What follows belongs to an exercise in optimizing a design on an open flow for small area; a production flow would make more cautious choices.
RTL that was checked went through simulation tests only; none was proved equivalent to the original.
The clock input has no modelled driver; a real chip could not lean on it and would need a root buffer or a full tree.
No activity file was given, so power comes from the tool's default toggle rates.

Design MultTop_seq, start of the top module:
module MultTop_seq(input wire clk, input wire reset, input wire m_enable,
                   input wire [7:0] a, input wire [7:0] b,
                   output wire [3:0] an, output wire [7:0] seg);
export LEC_CHECK = 0
export CAP_MARGIN = 20
export CORE_MARGIN = 2
export CORE_UTILIZATION = 40
export CTS_BUF_LIST = sky130_fd_sc_hd__clkbuf_16
export CTS_CLUSTER_DIAMETER = 300
export CTS_CLUSTER_SIZE = 100
export SLEW_MARGIN = 20
create_clock -name core_clock -period 10.0 [get_ports {clk}]
run.sh (not shown) runs the stock make flow with config.mk's settings and CLKGATE_MAP_FILE= SYNTH_SCRIPT=/design/flow/synth_recipe.tcl, a recipe that flattens the netlist after the stock synthesis.
==> next run, changes <==
Settings changed: CTS_BUF_LIST sky130_fd_sc_hd__clkbuf_16 to unset, CTS_CLUSTER_DIAMETER 300 to unset, CTS_CLUSTER_SIZE 100 to unset.
After rerunning: Count of clock-buffer cells in the layout went up by 2; sequential power barely changes; worst hold slack stays flat; clock skew hardly moves; worst setup slack hardly moves; routed wire length stays flat; cell area is unchanged; power hardly moves.
No functional check of the RTL was part of any run of this note.

========
MultTop_seq, a different RTL version from the one above (not shown whole).
Size in the first run: ~400 cells after synthesis, ~88 flip-flops, about 31 I/O pins, roughly 0.0047 mm^2 of cells after synthesis.
==> flow/config.mk <==
export PLATFORM = sky130hd
export DESIGN_NAME = MultTop_seq
export DESIGN_NICKNAME = MultTop_seq
export VERILOG_FILES = /design/flow/design.v
export SDC_FILE = /design/flow/constraint.sdc
export NUM_CORES = 4
export LEC_CHECK = 0
export CAP_MARGIN = 20
export CORE_MARGIN = 2
export CORE_UTILIZATION = 40
export SLEW_MARGIN = 20
==> flow/constraint.sdc <==
create_clock -name core_clock -period 10.0 [get_ports {clk}]
set_input_delay 2.0000 -clock core_clock [delete_from_list [all_inputs] [get_ports {clk}]]
set_output_delay 2.0000 -clock core_clock [all_outputs]
set_load 0.01 [all_outputs]
standard.sh (not shown) runs the stock make flow with config.mk's settings and CLKGATE_MAP_FILE= SYNTH_SCRIPT=/design/flow/synth_recipe.tcl, a recipe that flattens the netlist after the stock synthesis.
==> flow/flow/run.sh <==
#!/bin/bash
export BUFFER_PORTS_ARGS="-buffer_cell sky130_fd_sc_hd__buf_1"
export CTS_ARGS="-sink_clustering_enable -repair_clock_nets -buf_list sky130_fd_sc_hd__clkbuf_16 -dont_use_dummy_load -sink_clustering_size 100 -sink_clustering_max_diameter 1000"
bash standard.sh > standard.log 2>&1
Then changed:
==> flow/flow/run.sh (replaced) <==
#!/bin/bash
export BUFFER_PORTS_ARGS="-buffer_cell sky130_fd_sc_hd__buf_1"
export CTS_ARGS="-sink_clustering_enable -repair_clock_nets -buf_list sky130_fd_sc_hd__clkbuf_8 -dont_use_dummy_load -sink_clustering_size 30 -sink_clustering_max_diameter 400"
bash standard.sh > standard.log 2>&1
Outcome: The changed run passed the timing, DRC and antenna checks; power drops by a few percent; final cell count stays the same; clock power fell by a quarter to a third; via count goes down slightly; area after synthesis stays the same; hold slack improves by 5.2 ps; routed wire length drops slightly; setup slack improves by 56 ps; clock skew went up by 9.3 ps.
Then changed:
==> flow/flow/run.sh (replaced) <==
#!/bin/bash
export BUFFER_PORTS_ARGS="-buffer_cell sky130_fd_sc_hd__buf_1"
export CTS_ARGS="-repair_clock_nets -buf_list sky130_fd_sc_hd__clkbuf_16 -dont_use_dummy_load"
bash standard.sh > standard.log 2>&1
Result: Non-clock buffer count stays the same. Routed wire length rose by 0.61%. Power rises by 7.0%. Core utilization climbs by 0.88 points. Final cell count stays the same. Worst setup slack gets worse by 56 ps. Via count went up by 0.79%. Worst hold slack loses 5.2 ps. Clock power grows by 44%. First-iteration DRC count came out higher by 6.1%.
Then changed:
==> flow/run.sh (new file) <==
#!/bin/bash
# synth_recipe.tcl (not shown) runs the flow's synth.tcl, then flattens the netlist and writes it again
# the make line also repeats each setting of config.mk as NAME=value (left out here)
make -C /OpenROAD-flow-scripts/flow DESIGN_CONFIG=/design/flow/config.mk WORK_HOME=/design/flow/orfs CLKGATE_MAP_FILE= SYNTH_SCRIPT=/design/flow/synth_recipe.tcl finish
removed: flow/flow/run.sh
removed: flow/standard.sh
The changed run completed without violations. Wire length barely changes. Flip-flop and latch count stays the same. Utilization climbs by 2.2 points. Clock-buffer cell count climbs by 7. Area after synthesis stays the same.
No functional check of the RTL was part of any run of this note.

========
Another version of the RTL of MultTop_seq (not shown whole).
Size in the first run: about 350 cells after synthesis, roughly 31 I/O pins.
## MultTop_seq
module MultTop_seq(input wire clk, input wire reset, input wire m_enable,
                   input wire [7:0] a, input wire [7:0] b,
                   output wire [3:0] an, output wire [7:0] seg);
    reg  [3:0]  mc;
    reg         rv;       
    reg  [7:0]  ar;       
    reg  [15:0] p;        
    wire m_idle = (mc == 4'd0);
    wire m_done = (mc == 4'd5);
    wire m_first = (mc == 4'd1);
    wire [7:0] addend = ar & {8{p[0]}};
    wire [8:0] cy;
    wire [7:0] sm;
    assign cy[0] = 1'b0;
    genvar gi;
    generate for (gi = 0; gi < 8; gi = gi + 1) begin : rca
        assign sm[gi] = p[8+gi] ^ addend[gi] ^ cy[gi];
        assign cy[gi+1] = (p[8+gi] & addend[gi]) | (cy[gi] & (p[8+gi] ^ addend[gi]));
    end endgenerate
    wire [8:0] sum = {cy[8], sm};
    reg  [5:0]  cn;
    wire busy = cn[5];
    wire c_idle = ~busy;
    wire lastc = busy & (&cn[4:0]);
    wire cn_b = ~busy & cn[0];           
    wire cn_0 = ~busy & ~cn[1] & ~cn[0];
    reg  [15:0] cp;       
    reg  [15:0] l;        
    reg         lt;
    reg         cz;       
    wire diff = cz ? (p != 16'd0) : (p != cp);
    wire cp_load = m_idle & rv & diff & (c_idle | (m_enable & lastc));
    wire start = c_idle & rv & (m_first | diff);
    wire clr = reset | (busy & ~|cn[4:0]);
    wire sbit = cp[~cn[4:1]] & ~reset;
    wire [15:0] li = clr ? 16'd0 : l;
    function [3:0] add3(input [3:0] d);
        add3 = {d[3] | (d[2] & (d[1] | d[0])),
                (d[3] & d[0]) | (d[2] & ~d[1] & ~d[0]),
                (d[3] & ~d[0]) | (~d[2] & d[1]) | (d[1] & d[0]),
                (d[3] & ~d[0]) | (~d[3] & ~d[2] & d[0]) | (d[2] & d[1] & ~d[0])};
    endfunction
    wire [3:0] a_hi = add3(li[15:12]);
    wire [3:0] a_lo = add3(li[11:8]);
    wire [3:0] a_3 = add3(li[7:4]);
  ...
clock: 10.0 ns
lec_check: 0
cap_margin: 20
core_margin: 2
core_utilization: 80
place_density: 0.9
slew_margin: 20
==> flow/flow/run.sh <==
#!/bin/bash
set -euo pipefail
W=$PWD
{ head -n 1 synth_recipe.tcl; cat flow/abc_override.tcl; tail -n +2 synth_recipe.tcl; } > my_synth.tcl
sed "s#SYNTH_SCRIPT=[^ ]*#SYNTH_SCRIPT=$W/my_synth.tcl#" standard.sh > my_standard.sh
grep -q "SYNTH_SCRIPT=$W/my_synth.tcl" my_standard.sh
export MY_ABC_SCRIPT=$W/flow/area.abc
export BUFFER_PORTS_ARGS="-buffer_cell sky130_fd_sc_hd__buf_1"
export PRE_CTS_TCL=$W/flow/pre_cts.tcl
export MY_NBUF=8
export MY_BUFCELL=sky130_fd_sc_hd__inv_4
export MY_ROOT=sky130_fd_sc_hd__inv_4
bash my_standard.sh > standard.log 2>&1
==> flow/flow/pre_cts.tcl <==
# Clock tree by hand: the clock port drives MY_NBUF clock buffers (a power
# of two), each driving the flip-flops of one region of the placement,
# regions found by recursive bisection at the median.
set nbuf $::env(MY_NBUF)
set bufcell $::env(MY_BUFCELL)
set block [ord::get_db_block]
set db [ord::get_db]
set clk_net [$block findNet clk]
set master [$db findMaster $bufcell]
# the output pin of a buffer or inverter cell
proc out_pin {m} {
  foreach mt [$m getMTerms] {
    if {[$mt getIoType] eq "OUTPUT"} { return [$mt getName] }
  }
}
set items {}
foreach it [$clk_net getITerms] {
  set loc [[$it getInst] getLocation]
  lappend items [list [lindex $loc 0] [lindex $loc 1] $it]
}
proc bisect {items n} {
  if {$n <= 1} { return [list $items] }
  set xs [lsort -integer [lmap e $items {lindex $e 0}]]
  set ys [lsort -integer [lmap e $items {lindex $e 1}]]
  set dx [expr {[lindex $xs end] - [lindex $xs 0]}]
  set dy [expr {[lindex $ys end] - [lindex $ys 0]}]
  set idx [expr {$dx >= $dy ? 0 : 1}]
  set sorted [lsort -integer -index $idx $items]
  set half [expr {[llength $sorted] / 2}]
  set a [lrange $sorted 0 [expr {$half - 1}]]
  set b [lrange $sorted $half end]
  set m [expr {$n / 2}]
  return [concat [bisect $a $m] [bisect $b $m]]
}
set groups [bisect $items $nbuf]
# optional root buffer between the clock port and the leaf buffers
set root_net $clk_net
if {[info exists ::env(MY_ROOT)] && $::env(MY_ROOT) ne ""} {
  set rinst [odb::dbInst_create $block [$db findMaster $::env(MY_ROOT)] "clkbuf_man_root"]
  set root_net [odb::dbNet_create $block "clknet_man_root"]
  $root_net setSigType CLOCK
  [$rinst findITerm A] connect $clk_net
  [$rinst findITerm [out_pin [$db findMaster $::env(MY_ROOT)]]] connect $root_net
  set rx 0; set ry 0
  foreach e $items { set rx [expr {$rx + [lindex $e 0]}]; set ry [expr {$ry + [lindex $e 1]}] }
  $rinst setLocation [expr {$rx / [llength $items]}] [expr {$ry / [llength $items]}]
  $rinst setPlacementStatus PLACED
}
set b 0
foreach grp $groups {
  set inst [odb::dbInst_create $block $master "clkbuf_man_$b"]
  set net [odb::dbNet_create $block "clknet_man_$b"]
  $net setSigType CLOCK
  set sx 0; set sy 0
  foreach e $grp {
    set it [lindex $e 2]
    $it disconnect
    $it connect $net
    set sx [expr {$sx + [lindex $e 0]}]
    set sy [expr {$sy + [lindex $e 1]}]
  }
  set cx [expr {$sx / [llength $grp]}]
  set cy [expr {$sy / [llength $grp]}]
  [$inst findITerm A] connect $root_net
  [$inst findITerm [out_pin $master]] connect $net
  $inst setLocation $cx $cy
  $inst setPlacementStatus PLACED
  puts "manual clock buffer $b: [llength $grp] sinks at $cx $cy"
  incr b
}
detailed_placement
# the tree is complete: make clock_tree_synthesis only propagate the clock
rename clock_tree_synthesis orig_clock_tree_synthesis
proc clock_tree_synthesis {args} {
  puts "clock tree built by hand"
  set_propagated_clock [all_clocks]
}
# the hand-built tree may use inverter pairs; keep them as built
rename repair_clock_inverters orig_repair_clock_inverters
proc repair_clock_inverters {args} {
  puts "clock inverters kept as built"
}
Other scripts of this flow, unchanged in this note and not shown: flow/flow/abc_override.tcl, flow/flow/area.abc
The first run ran to the end with no violations.
Next try:
--- a/flow/flow/run.sh
+++ b/flow/flow/run.sh
@@ -10,4 +10,4 @@
 export MY_NBUF=8
 export MY_BUFCELL=sky130_fd_sc_hd__inv_4
-export MY_ROOT=sky130_fd_sc_hd__inv_4
+export MY_ROOT=sky130_fd_sc_hd__inv_2
 bash my_standard.sh > standard.log 2>&1
Routed wire length grows by 2.4%.
Power barely changes.
Global-route usage grows by 0.81 points.
Setup slack got worse by 0.014 ns.
Final area barely changes.
Cell count does not change.
Critical path depth does not change.
Next try:
--- a/flow/flow/run.sh
+++ b/flow/flow/run.sh
@@ -10,4 +10,4 @@
 export MY_NBUF=8
 export MY_BUFCELL=sky130_fd_sc_hd__inv_4
-export MY_ROOT=sky130_fd_sc_hd__inv_2
+export MY_ROOT=sky130_fd_sc_hd__inv_4
 bash my_standard.sh > standard.log 2>&1
=> The new run finished with timing, DRC and antenna clean; design area hardly moves; sequential power is about the same; die area is unchanged; setup slack gains 0.014 ns; power barely changes.
Next try:
--- a/flow/flow/run.sh
+++ b/flow/flow/run.sh
@@ -9,5 +9,5 @@
 export PRE_CTS_TCL=$W/flow/pre_cts.tcl
 export MY_NBUF=8
-export MY_BUFCELL=sky130_fd_sc_hd__inv_4
-export MY_ROOT=sky130_fd_sc_hd__inv_4
+export MY_BUFCELL=sky130_fd_sc_hd__inv_6
+export MY_ROOT=sky130_fd_sc_hd__inv_2
 bash my_standard.sh > standard.log 2>&1
Via count rises by 3.4%.
Utilization rises by 0.37 points.
Clock power rises by about 10%.
Global-route usage rises by 2.7 points.
Routed wire length rises by 7.2%.
Worst setup slack gets better by 0.082 ns.
Hold slack stays flat.
Maximum frequency rises by 1.9%.
Cell area rises by 0.41%.
Clock skew rises by 0.0068 ns.
Die area is unchanged.
In every run of this note, the design's own scripts or RTL, not TritonCTS, make the clock network.

## afterwards: timing with drivers on the ports
The results above use ideal ports. As a check the final layouts listed here were re-extracted and re-timed, cells and wires unchanged. Step 1 (the two cells are an assumption about what drives the block):
set clk [get_ports {clk}]
set_driving_cell -lib_cell sky130_fd_sc_hd__clkbuf_16 $clk
set_driving_cell -lib_cell sky130_fd_sc_hd__buf_2 [delete_from_list [all_inputs] $clk]
Step 2 adds t to the input delays and takes it off the output delays; t is the mean of the earliest and latest rising clock arrival at the registers after step 1. Input paths then give back, and output paths get back, about the clock's delay inside the block. Three values: no drivers, after step 1, after step 2; two values: the first two.
run	shift t [ns]	setup WS [ns]	clock arrival spread, ns	slew at the worst register clock pin (ns)
the first run of note 1	0.380	5.322 / 5.287 / 5.667	0.005 / 0.006	0.07 / 0.07
the second run of note 1	0.381	5.322 / 5.287 / 5.667	0.005 / 0.005	0.07 / 0.07
the first run of note 2	0.372	6.149 / 6.161 / 5.789	0.012 / 0.012	0.06 / 0.06
the second run of note 2	0.391	6.205 / 6.212 / 5.822	0.021 / 0.021	0.09 / 0.09
the third run of note 2	0.372	6.149 / 6.161 / 5.789	0.012 / 0.012	0.06 / 0.06
the fourth run of note 2	0.373	5.758 / 5.765 / 5.392	0.010 / 0.010	0.06 / 0.06
the first run of note 3	0.269	5.563 / 5.563 / 5.563	0.011 / 0.010	0.11 / 0.11
the second run of note 3	0.384	5.549 / 5.549 / 5.549	0.015 / 0.015	0.12 / 0.12
the third run of note 3	0.269	5.563 / 5.563 / 5.563	0.011 / 0.010	0.11 / 0.11
the fourth run of note 3	0.434	5.645 / 5.645 / 5.645	0.018 / 0.017	0.12 / 0.12
After both steps every run listed still meets setup and hold. For the second run of note 2, which loses most, drivers alone change the setup slack by +0.007 ns; drivers and shift together by -0.383 ns.
